This design comes from an exercise in tuning for small area on the open sky130 flow, not from production work. RTL that was checked went through simulation tests only; none was proved equivalent to the original.

## orange
## Multiplier32Bit
module Multiplier32Bit (
	input[31:0] multiplicand,
	input[31:0] multiplier,
	input clk,
	input enable,
	input reset_n,
	output[31:0] aBus,
	output valid
);
Size in the first run: ~500 cells after synthesis, ~37 flip-flops, ~5700 µm² of cells after synthesis.
==> flow/config.mk <==
export PLATFORM = sky130hd
export DESIGN_NAME = Multiplier32Bit
export DESIGN_NICKNAME = Multiplier32Bit
export VERILOG_FILES = /design/flow/design.v
export SDC_FILE = /design/flow/constraint.sdc
export NUM_CORES = 4
export LEC_CHECK = 0
export CAP_MARGIN = 20
export CORE_MARGIN = 2
export CORE_UTILIZATION = 40
export CTS_BUF_LIST = sky130_fd_sc_hd__clkbuf_8
export SLEW_MARGIN = 20
export SYNTH_HIERARCHICAL = 1
export SYNTH_MINIMUM_KEEP_SIZE = 0
==> flow/constraint.sdc <==
create_clock -name core_clock -period 10.0 [get_ports {clk}]
set_input_delay 2.0000 -clock core_clock [delete_from_list [all_inputs] [get_ports {clk}]]
set_output_delay 2.0000 -clock core_clock [all_outputs]
set_load 0.01 [all_outputs]
standard.sh (not shown) runs the stock make flow with config.mk's settings and CLKGATE_MAP_FILE= SYNTH_SCRIPT=/design/flow/synth_recipe.tcl, a recipe that flattens the netlist after the stock synthesis.
==> flow/flow/run.sh <==
#!/bin/bash
export BUFFER_PORTS_ARGS="-buffer_cell sky130_fd_sc_hd__buf_1"
export CTS_ARGS="-sink_clustering_enable -repair_clock_nets -dont_use_dummy_load -buf_list sky130_fd_sc_hd__clkbuf_8"
export POST_FLOORPLAN_TCL="$PWD/flow/downsize.tcl"
bash standard.sh RECOVER_POWER=100 finish > standard.log 2>&1
==> flow/flow/downsize.tcl <==
# Sourced after floorplanning (POST_FLOORPLAN_TCL): set every logic cell to
# the smallest drive strength of its function. Placement-stage repair and
# timing repair size up again where timing or slew needs it.
set db [ord::get_db]
set n 0
foreach inst [[ord::get_db_block] getInsts] {
  set m [[$inst getMaster] getName]
  if {![regexp {^(sky130_fd_sc_hd__[a-z0-9]+)_([0-9]+)$} $m -> base drive]} { continue }
  if {[regexp {dfxtp|dfrtp|conb|tap|fill|decap|clkbuf|clkinv|clkdly|dly} $base]} { continue }
  foreach d {0 1 2} {
    if {$d >= $drive} { break }
    set cand "${base}_$d"
    if {[$db findMaster $cand] != "NULL" && [llength [get_lib_cells -quiet $cand]] > 0 && [lsearch $::env(DONT_USE_CELLS) $cand] < 0} {
      replace_cell [$inst getName] $cand
      incr n
      break
    }
  }
}
puts "downsize: $n cells set to their smallest drive strength"
Modified inputs, blue compared to orange
--- a/flow/design.v
+++ b/flow/design.v
@@ -75,16 +75,18 @@
 				wire x;
 				aoi222 u0 (.a1(busy), .a2(acc[i]), .b1(cp), .b2(mc[i]), .c1(cm), .c2(mneg[i]), .y(x));
 				if (i < 2) begin : b4
 					nand2 u1 (.a(x), .b(i4_n[i]), .y(prev[i]));
 				end else begin : bx
 					inv u1 (.a(x), .y(prev[i]));
 				end
-			end else begin : hi
+			end else if (i < 20) begin : mid
 				and2 u0 (.a(busy), .b(acc[i]), .y(prev[i]));
+			end else begin : hi
+				assign prev[i] = acc[i];
 			end
 		end
 	endgenerate
 	wire[2:0] one, two, neg;
 	generate
 		for (i = 0; i < 3; i = i + 1) begin : ge
 			wire t;
==> comparison <==
Area of the die across orange and blue: no real change.
blue: full flow OK, the timing, design-rule and antenna checks passed
The final standard cell count with taps included and fillers excluded number comes out lower for blue vs orange.
~same wire length per cell in orange and blue

========
Multiplier32Bit again, from the RTL that the note above started with.
export LEC_CHECK = 0
export CAP_MARGIN = 20
export CORE_MARGIN = 2
export CORE_UTILIZATION = 40
export CTS_BUF_LIST = sky130_fd_sc_hd__clkbuf_8
export SLEW_MARGIN = 20
export SYNTH_HIERARCHICAL = 1
export SYNTH_MINIMUM_KEEP_SIZE = 0
create_clock -name core_clock -period 10.0 [get_ports {clk}]
==> flow/flow/run.sh <==
#!/bin/bash
export BUFFER_PORTS_ARGS="-buffer_cell sky130_fd_sc_hd__buf_1"
export CTS_ARGS="-sink_clustering_enable -repair_clock_nets -dont_use_dummy_load -buf_list sky130_fd_sc_hd__clkbuf_4"
export POST_FLOORPLAN_TCL="$PWD/flow/downsize.tcl"
bash standard.sh RECOVER_POWER=100 finish > standard.log 2>&1
Scripts as last shown in full above: flow/flow/downsize.tcl
Next try:
--- a/flow/design.v
+++ b/flow/design.v
@@ -33,23 +33,22 @@
 	wire[4:0] s;
 	assign s[0] = q[0];
 	assign s[1] = q[1] | (idle & z1);
 	assign s[2] = q[2] | (idle & z2 & ~z1);
 	assign s[3] = q[3] | (idle & z3 & ~z2);
 	assign s[4] = idle & ~z3;
-	wire[6:0] w;
+	wire[6:0] w, wx, wy;
 	generate
 		for (i = 0; i < 7; i = i + 1) begin : gw
-			wire x, y;
 			if (i == 0) begin : b0
-				aoi22 u0 (.a1(s[1]), .a2(mp[5]), .b1(s[2]), .b2(mp[11]), .y(x));
+				aoi22 u0 (.a1(s[1]), .a2(mp[5]), .b1(s[2]), .b2(mp[11]), .y(wx[i]));
 			end else begin : bn
-				aoi222 u0 (.a1(s[0]), .a2(mp[i-1]), .b1(s[1]), .b2(mp[i+5]), .c1(s[2]), .c2(mp[i+11]), .y(x));
+				aoi222 u0 (.a1(s[0]), .a2(mp[i-1]), .b1(s[1]), .b2(mp[i+5]), .c1(s[2]), .c2(mp[i+11]), .y(wx[i]));
 			end
-			aoi22 u1 (.a1(s[3]), .a2(mp[i+17]), .b1(s[4]), .b2(mp[i+23]), .y(y));
-			nand2 u2 (.a(x), .b(y), .y(w[i]));
+			aoi22 u1 (.a1(s[3]), .a2(mp[i+17]), .b1(s[4]), .b2(mp[i+23]), .y(wy[i]));
+			nand2 u2 (.a(wx[i]), .b(wy[i]), .y(w[i]));
 		end
 	endgenerate
 	wire d3 = ~z2 & z3;
 	wire d4 = ~z3;
 	wire cp = idle & d3 & mp[23] & ~mp[24];    
 	wire cm = idle & d3 & ~mp[23] & mp[24];    
@@ -81,20 +80,28 @@
 				end
 			end else begin : hi
 				and2 u0 (.a(busy), .b(acc[i]), .y(prev[i]));
 			end
 		end
 	endgenerate
-	wire[2:0] one, two, neg;
+	wire[2:0] one, two, neg, oneh, twoh, negh;
+	wire[6:0] wh;
 	generate
+		for (i = 0; i < 7; i = i + 1) begin : gwh
+			nand2 u (.a(wx[i]), .b(wy[i]), .y(wh[i]));
+		end
 		for (i = 0; i < 3; i = i + 1) begin : ge
-			wire t;
+			wire t, th;
 			xor2 u0 (.a(w[2*i]), .b(w[2*i+1]), .y(one[i]));
 			xnor2 u1 (.a(w[2*i+2]), .b(w[2*i+1]), .y(t));
 			nor2 u2 (.a(t), .b(one[i]), .y(two[i]));
 			assign neg[i] = w[2*i+2];
+			xor2 u3 (.a(wh[2*i]), .b(wh[2*i+1]), .y(oneh[i]));
+			xnor2 u4 (.a(wh[2*i+2]), .b(wh[2*i+1]), .y(th));
+			nor2 u5 (.a(th), .b(oneh[i]), .y(twoh[i]));
+			assign negh[i] = wh[2*i+2];
 		end
 	endgenerate
 	wire one0 = one[0], two0 = two[0], n0 = neg[0];
 	wire one1 = one[1], two1 = two[1], n1 = neg[1];
 	wire one2 = one[2], two2 = two[2], n2 = neg[2];
 	wire[31:0] r0;
@@ -108,19 +115,19 @@
 	wire k2 = n2 & ~x2;
 	assign r0[0] = x0;
 	assign r1[0] = x1;
 	assign r2[0] = x2;
 	generate
 		for (i = 1; i < 32; i = i + 1) begin : g0
-			booth_cell u (.one(one0), .two(two0), .neg(n0), .a(mc[i]), .b(mc[i-1]), .p(r0[i]));
+			booth_cell u (.one(i < 16 ? one[0] : oneh[0]), .two(i < 16 ? two[0] : twoh[0]), .neg(i < 16 ? neg[0] : negh[0]), .a(mc[i]), .b(mc[i-1]), .p(r0[i]));
 		end
 		for (i = 1; i < 30; i = i + 1) begin : g1
-			booth_cell u (.one(one1), .two(two1), .neg(n1), .a(mc[i]), .b(mc[i-1]), .p(r1[i]));
+			booth_cell u (.one(i < 16 ? one[1] : oneh[1]), .two(i < 16 ? two[1] : twoh[1]), .neg(i < 16 ? neg[1] : negh[1]), .a(mc[i]), .b(mc[i-1]), .p(r1[i]));
 		end
 		for (i = 1; i < 28; i = i + 1) begin : g2
-			booth_cell u (.one(one2), .two(two2), .neg(n2), .a(mc[i]), .b(mc[i-1]), .p(r2[i]));
+			booth_cell u (.one(i < 16 ? one[2] : oneh[2]), .two(i < 16 ? two[2] : twoh[2]), .neg(i < 16 ? neg[2] : negh[2]), .a(mc[i]), .b(mc[i-1]), .p(r2[i]));
 		end
 	endgenerate
 	wire[31:0] next;
 	wire t_1;
 	wire t_2;
 	wire t_3;
Global-route usage fell by 0.26 points.
Fmax fell by 0.42%.
Synthesized cell count rose by 3.2%.
Via count rose by 3.9%.
Wire length fell by 0.45%.
Die area rose by 1.5%.
Area after synthesis rose by 1.6%.
Final area rose by 1.7%.
Setup slack is worse by 0.040 ns.
Count of clock-buffer cells in the layout does not change.
Only the layout flow was run in the second run of this note; the RTL was not checked for function there.

========
== lane 1 ==
Another version of the RTL of Multiplier32Bit (not shown whole).
For scale: roughly 500 cells after synthesis, roughly 100 I/O pins, about 5800 um2 of cells after synthesis.
==> flow/config.mk <==
export PLATFORM = sky130hd
export DESIGN_NAME = Multiplier32Bit
export DESIGN_NICKNAME = Multiplier32Bit
export VERILOG_FILES = /design/flow/design.v
export SDC_FILE = /design/flow/constraint.sdc
export NUM_CORES = 4
export LEC_CHECK = 0
export CAP_MARGIN = 20
export CORE_MARGIN = 2
export CORE_UTILIZATION = 40
export CTS_BUF_LIST = sky130_fd_sc_hd__clkbuf_8
export SLEW_MARGIN = 20
export SYNTH_HIERARCHICAL = 1
export SYNTH_MINIMUM_KEEP_SIZE = 0
==> flow/constraint.sdc <==
create_clock -name core_clock -period 10.0 [get_ports {clk}]
set_input_delay 2.0000 -clock core_clock [delete_from_list [all_inputs] [get_ports {clk}]]
set_output_delay 2.0000 -clock core_clock [all_outputs]
set_load 0.01 [all_outputs]
==> flow/flow/run.sh <==
#!/bin/bash
export BUFFER_PORTS_ARGS="-buffer_cell sky130_fd_sc_hd__buf_1"
export CTS_ARGS="-sink_clustering_enable -repair_clock_nets -dont_use_dummy_load -buf_list sky130_fd_sc_hd__clkbuf_8"
export POST_FLOORPLAN_TCL="$PWD/flow/downsize.tcl"
bash standard.sh RECOVER_POWER=100 finish > standard.log 2>&1
Scripts as last shown in full above: flow/flow/downsize.tcl
Lane 1: all stages complete, timing, DRC and antenna checks passed
Edits applied to the flow inputs when going from lane 1 to lane 2:
--- a/flow/design.v
+++ b/flow/design.v
@@ -107,23 +107,34 @@
 	wire x1 = one1 & mc[0];
 	wire k1 = n1 & ~x1;
 	wire x2 = one2 & mc[0];
 	wire k2 = n2 & ~x2;
 	assign r0[0] = x0;
 	assign r1[0] = x1;
 	assign r2[0] = x2;
+	wire[2:0] onez, twoz, negz;
+	assign onez[0] = mp[0];
+	and2b uz0 (.an(mp[0]), .b(mp[1]), .y(twoz[0]));
+	assign negz[0] = mp[1];
 	generate
+		for (i = 1; i < 3; i = i + 1) begin : gz0
+			wire t;
+			xor2 u0 (.a(mp[2*i-1]), .b(mp[2*i]), .y(onez[i]));
+			xnor2 u1 (.a(mp[2*i+1]), .b(mp[2*i]), .y(t));
+			nor2 u2 (.a(t), .b(onez[i]), .y(twoz[i]));
+			assign negz[i] = mp[2*i+1];
+		end
 		for (i = 1; i < 32; i = i + 1) begin : g0
-			booth_cell u (.one(one0), .two(two0), .neg(n0), .a(mc[i]), .b(mc[i-1]), .p(r0[i]));
+			booth_cell u (.one(i < 26 ? one0 : onez[0]), .two(i < 26 ? two0 : twoz[0]), .neg(i < 26 ? n0 : negz[0]), .a(mc[i]), .b(mc[i-1]), .p(r0[i]));
 		end
 		for (i = 1; i < 30; i = i + 1) begin : g1
-			booth_cell u (.one(one1), .two(two1), .neg(n1), .a(mc[i]), .b(mc[i-1]), .p(r1[i]));
+			booth_cell u (.one(i < 24 ? one1 : onez[1]), .two(i < 24 ? two1 : twoz[1]), .neg(i < 24 ? n1 : negz[1]), .a(mc[i]), .b(mc[i-1]), .p(r1[i]));
 		end
 		for (i = 1; i < 28; i = i + 1) begin : g2
-			booth_cell u (.one(one2), .two(two2), .neg(n2), .a(mc[i]), .b(mc[i-1]), .p(r2[i]));
+			booth_cell u (.one(i < 22 ? one2 : onez[2]), .two(i < 22 ? two2 : twoz[2]), .neg(i < 22 ? n2 : negz[2]), .a(mc[i]), .b(mc[i-1]), .p(r2[i]));
 		end
 	endgenerate
 	wire[31:0] next;
 	wire pend_c;       
 	wire t_1;
 	wire t_2;
 	wire t_3;
@@ -629,7 +640,14 @@
 	input b2,
 	input c1,
 	input c2,
 	output y
 );
 	assign y = ~((a1 & a2) | (b1 & b2) | (c1 & c2));
 endmodule
+module and2b (
+	input an,
+	input b,
+	output y
+);
+	assign y = ~an & b;
+endmodule
Notes after the runs:
- Summary of lane 2 over lane 1: synthesized net count now sits higher, achievable clock frequency fell by about 0.6%, synthesized area +0.98%.
- Lane 2 vs lane 1, timing startpoint of the critical path: multiplier[29] vs multiplier[24]
- Comparing lane 1 with lane 2, the sequential area share after synthesis came out essentially unchanged.
- Compared with lane 1, in lane 2 routed wire length went up, global-route track usage on met1 decreased 0.83 points.
- Lane 1 → lane 2: register-to-register slack down 0.19 ns, mux share of post-synthesis cell area roughly the same, adder-cell share of the synthesized area -0.29 points.
Function not checked in lane 2: the RTL went through the layout flow alone.

-- what the ideal ports hide --
The flow's constraints put no driver on any port. The routed layouts listed below were extracted and timed again, unchanged, in two steps.
Step 1, drivers: a clkbuf_16 drives clk and a buf_2 each remaining input, both assumed.
Step 2 times the ports against the registers' clock, not the clock port: input delays grow and output delays shrink by t, the midpoint of the rising clock arrivals with the driver on.
Three values: no drivers, after step 1, after step 2; two values: the first two.
run	t (ns)	slack for setup (ns)	clock arrival spread, ns	slew at the worst register clock pin (ns)	pins driven straight from the clock port
orange	0.339	0.512 / 0.528 / 0.190	0.009 / 0.009	0.08 / 0.08	1
blue	0.340	0.468 / 0.478 / 0.138	0.011 / 0.012	0.08 / 0.08	1
the first run of note 2	0.409	0.561 / 0.575 / 0.166	0.009 / 0.008	0.11 / 0.11	1
the second run of note 2	0.414	0.521 / 0.521 / 0.106	0.025 / 0.025	0.12 / 0.12	1
lane 1	0.323	0.701 / 0.706 / 0.383	0.015 / 0.016	0.08 / 0.08	1
lane 2	0.333	0.643 / 0.654 / 0.321	0.020 / 0.021	0.09 / 0.09	1
After both steps setup and hold are still met in every run listed. For the second run of note 2, which loses most, drivers alone change the setup slack by 0.000 ns; drivers and shift together by -0.415 ns.
